From an optimization exercise on the open Yosys and OpenROAD flow, aimed at small area and a short achievable clock period; shortcuts taken in it are not production practice.
The RTL was checked by simulation tests, not by an equivalence proof against the original design.

== v13 ==
==> flow/design.v (excerpt) <==
module iir(
    input signed [31:0] x,
    input clk,
    input reset,
    output signed [31:0] y
    );
clock: 11.0 ns
lec_check: 0
cap_margin: 20
core_margin: 2
core_utilization: 70
setup_slack_margin: 4
slew_margin: 20
synth_hierarchical: 1
standard.sh (not shown) runs the stock make flow with config.mk's settings and CLKGATE_MAP_FILE= SYNTH_SCRIPT=/design/flow/synth_recipe.tcl, a recipe that flattens the netlist after the stock synthesis.
==> flow/flow/run.sh <==
#!/bin/bash
# The standard ORFS layout with extra make settings:
#   BUFFER_PORTS_ARGS="-buffer_cell sky130_fd_sc_hd__buf_2" ABC_LOAD_IN_FF=1 CTS_ARGS="-sink_clustering_enable -repair_clock_nets -dont_use_dummy_load"
# Each ORFS step keeps its full log under orfs/logs; make's own output goes to flow.log.
set -o pipefail
bash standard.sh BUFFER_PORTS_ARGS="-buffer_cell sky130_fd_sc_hd__buf_2" ABC_LOAD_IN_FF=1 CTS_ARGS="-sink_clustering_enable -repair_clock_nets -dont_use_dummy_load" finish > flow.log 2>&1
## Diff of input files: v58 against v13
# v13
export LEC_CHECK = 0
export CAP_MARGIN = 20
export CORE_MARGIN = 2
export CORE_UTILIZATION = 70
export SETUP_SLACK_MARGIN = 4
export SLEW_MARGIN = 20
export SYNTH_HIERARCHICAL = 1
create_clock -name core_clock -period 11.0 [get_ports {clk}]
# v58
export LEC_CHECK = 0
export CAP_MARGIN = 20
export CORE_MARGIN = 2
export CORE_UTILIZATION = 80
export SETUP_SLACK_MARGIN = 4.3
export SLEW_MARGIN = 20
export SYNTH_HIERARCHICAL = 1
create_clock -name core_clock -period 11.0 [get_ports {clk}]
==> flow/flow/run.sh <==
#!/bin/bash
# The standard ORFS layout with extra make settings:
#   BUFFER_PORTS_ARGS="-buffer_cell sky130_fd_sc_hd__buf_2"
# Each ORFS step keeps its full log under orfs/logs; make's own output goes to flow.log.
set -o pipefail
bash standard.sh BUFFER_PORTS_ARGS="-buffer_cell sky130_fd_sc_hd__buf_2" finish > flow.log 2>&1
- Comparing v13 and v58, die outline height is higher on v13.
- Changes observed in v58 relative to v13: placed cell area shows an increase of 160 µm²; starting utilization of the core area shows an increase of 11 points; synthesized area divided by synthesized cell count shows an increase of 0.30 µm²; parity-gate share of the synthesized area counting xor and xnor cells shows a reduction of 0.31 points.
- In v58 relative to v13, final weighted congestion in routability-driven placement had gone up by a few percent.
- Flow for v58 halted at global routing, error code DPL-0038.
The following lists how v17 was set up differently from v58:
# v58
export LEC_CHECK = 0
export CAP_MARGIN = 20
export CORE_MARGIN = 2
export CORE_UTILIZATION = 80
export SETUP_SLACK_MARGIN = 4.3
export SLEW_MARGIN = 20
export SYNTH_HIERARCHICAL = 1
create_clock -name core_clock -period 11.0 [get_ports {clk}]
# v17
export LEC_CHECK = 0
export ABC_AREA = 1
export CAP_MARGIN = 20
export CORE_MARGIN = 2
export CORE_UTILIZATION = 70
export SETUP_SLACK_MARGIN = 4
export SLEW_MARGIN = 20
export SYNTH_HIERARCHICAL = 1
create_clock -name core_clock -period 11.0 [get_ports {clk}]
==> flow/flow/run.sh <==
#!/bin/bash
# The standard ORFS layout with extra make settings:
#   BUFFER_PORTS_ARGS="-buffer_cell sky130_fd_sc_hd__buf_2" ABC_LOAD_IN_FF=1 CTS_ARGS="-sink_clustering_enable -repair_clock_nets -dont_use_dummy_load"
# Each ORFS step keeps its full log under orfs/logs; make's own output goes to flow.log.
set -o pipefail
bash standard.sh BUFFER_PORTS_ARGS="-buffer_cell sky130_fd_sc_hd__buf_2" ABC_LOAD_IN_FF=1 CTS_ARGS="-sink_clustering_enable -repair_clock_nets -dont_use_dummy_load" finish > flow.log 2>&1
==> comparison <==
- v17 was carried through to the last stage, and its layout satisfied the timing, DRC and antenna checks.
- Between v58 and v17, the starting utilization of the core area is lower for v17.
- In the metrics for v58 and v17, the one carrying the higher detailed placement HPWL is v17.
- Side by side, routability-driven placement congestion ratio turned out lower in v17 than in v58.
- In the metrics for v58 and v17, the one carrying the higher number of nets in the synthesized netlist is v17.
- Taking v58 as the reference point, the post-synthesis xor/xnor area fraction of v17 falls by 11 points.
- On cell area reported after detailed placement, the higher figure sits with v17, not v58.
- For horizontal die dimension, dividing the value from v58 by the value from v17 gives 0.887.
- Summed instance area of the synthesized netlist ended up about 12% higher on v17 than on v58.
- v17 vs. v58: synthesized cell count climbed about 65%; basic-gate share of the synthesized area counting and, or, nand and nor cells +16 points; adder and majority gate portion of the synthesized area moved down.
Input-level comparison between v52 and v17:
# v17
export LEC_CHECK = 0
export ABC_AREA = 1
export CAP_MARGIN = 20
export CORE_MARGIN = 2
export CORE_UTILIZATION = 70
export SETUP_SLACK_MARGIN = 4
export SLEW_MARGIN = 20
export SYNTH_HIERARCHICAL = 1
create_clock -name core_clock -period 11.0 [get_ports {clk}]
# v52
export LEC_CHECK = 0
export CAP_MARGIN = 20
export CORE_MARGIN = 2
export CORE_UTILIZATION = 75
export SETUP_SLACK_MARGIN = 4
export SLEW_MARGIN = 20
export SYNTH_HIERARCHICAL = 1
create_clock -name core_clock -period 11.0 [get_ports {clk}]
==> flow/flow/run.sh <==
#!/bin/bash
# The standard ORFS layout with extra make settings:
#   BUFFER_PORTS_ARGS="-buffer_cell sky130_fd_sc_hd__buf_2" CTS_ARGS="-sink_clustering_enable -repair_clock_nets -dont_use_dummy_load"
# Each ORFS step keeps its full log under orfs/logs; make's own output goes to flow.log.
set -o pipefail
bash standard.sh BUFFER_PORTS_ARGS="-buffer_cell sky130_fd_sc_hd__buf_2" CTS_ARGS="-sink_clustering_enable -repair_clock_nets -dont_use_dummy_load" finish > flow.log 2>&1
==> comparison <==
[compare] base=v17 new=v52: synthesized area went down, proportion of cell area spent on the clock network now smaller. Of the two values seen for most common library cell in the layout ignoring fill and taps, sky130_fd_sc_hd__ha_1 was produced by v52 and sky130_fd_sc_hd__nand2_1 by v17. A end point of the critical path of y[21] is what v17 shows, while y[17] belongs to v52.
Edits applied to the flow inputs when going from v52 to v48:
# v52
export LEC_CHECK = 0
export CAP_MARGIN = 20
export CORE_MARGIN = 2
export CORE_UTILIZATION = 75
export SETUP_SLACK_MARGIN = 4
export SLEW_MARGIN = 20
export SYNTH_HIERARCHICAL = 1
create_clock -name core_clock -period 11.0 [get_ports {clk}]
# v48
export LEC_CHECK = 0
export CAP_MARGIN = 20
export CORE_MARGIN = 2
export CORE_UTILIZATION = 70
export SETUP_SLACK_MARGIN = 4
export SLEW_MARGIN = 20
export SYNTH_HIERARCHICAL = 1
create_clock -name core_clock -period 11.0 [get_ports {clk}]
==> flow/flow/run.sh <==
#!/bin/bash
# The standard ORFS layout with extra make settings:
#   BUFFER_PORTS_ARGS="-buffer_cell sky130_fd_sc_hd__buf_2" ABC_LOAD_IN_FF=1
# Each ORFS step keeps its full log under orfs/logs; make's own output goes to flow.log.
set -o pipefail
bash standard.sh BUFFER_PORTS_ARGS="-buffer_cell sky130_fd_sc_hd__buf_2" ABC_LOAD_IN_FF=1 finish > flow.log 2>&1
v48 went all the way through the flow, and no timing, DRC or antenna check failed. v52 → v48: number of iterations in the first detailed-routing pass moved down, number of different library cells in the post-synthesis netlist moved down. v52 was routed with more vias than v48. Between v48 and v52, it is v48 whose count of instances resized after the clock tree is built is higher, by 3. Relative to v52, the cell area after placement measured on v48 has decreased by a few percent. Design area: v48 and v52 compared, lower one is v48.
What v23 does differently from v48 at the input level:
# v48
export LEC_CHECK = 0
export CAP_MARGIN = 20
export CORE_MARGIN = 2
export CORE_UTILIZATION = 70
export SETUP_SLACK_MARGIN = 4
export SLEW_MARGIN = 20
export SYNTH_HIERARCHICAL = 1
create_clock -name core_clock -period 11.0 [get_ports {clk}]
# v23
export LEC_CHECK = 0
export CAP_MARGIN = 20
export CORE_MARGIN = 2
export CORE_UTILIZATION = 80
export SETUP_SLACK_MARGIN = 3
export SLEW_MARGIN = 20
export SYNTH_HIERARCHICAL = 1
create_clock -name core_clock -period 11.0 [get_ports {clk}]
==> flow/flow/run.sh <==
#!/bin/bash
# The standard ORFS layout with extra make settings:
#   BUFFER_PORTS_ARGS="-buffer_cell sky130_fd_sc_hd__buf_2"
# Each ORFS step keeps its full log under orfs/logs; make's own output goes to flow.log.
set -o pipefail
bash standard.sh BUFFER_PORTS_ARGS="-buffer_cell sky130_fd_sc_hd__buf_2" finish > flow.log 2>&1
[summary]
- Compared to v48, v23 shows a narrower setup margin.
- Min total length of routed wires across v48 and v23: v48
- Comparing v48 and v23, delay of the slowest cell on the worst path is higher on v48.
- Looking at timing startpoint of the critical path, the x[7] result is from v23; the x[3] one comes from v48.
- Summary — critical path depth, v23 relative to v48: higher, by 2.

## static timing again, ports no longer ideal
In the flow no input, the clock included, has a driving cell. The finished layouts below were timed again as built, in two steps. Step 1 assumes that a clkbuf_16 drives the clock port and a buf_2 every other input. Step 2 also shifts input and output timing later by t, the mid clock arrival at the registers, as if the neighbouring blocks saw the same clock. Slacks: ideal ports / drivers / drivers and shift; pairs: ideal ports / drivers.
run	t (ns)	slack for setup (ns)	hold slack, ns
v13	0.398	4.065 / 4.045 / 3.813	0.462 / 0.462 / 0.462
v17	0.379	4.117 / 4.100 / 4.100	0.465 / 0.465 / 0.465
v52	0.375	4.094 / 4.073 / 3.929	0.465 / 0.465 / 0.465
v48	0.396	4.078 / 4.058 / 3.774	0.462 / 0.462 / 0.462
v23	0.379	4.006 / 3.980 / 3.876	0.476 / 0.476 / 0.476
After both steps setup and hold are still met in every run listed. The setup slack of v48, which loses most, moves by -0.020 ns with the drivers and by -0.304 ns with both steps.
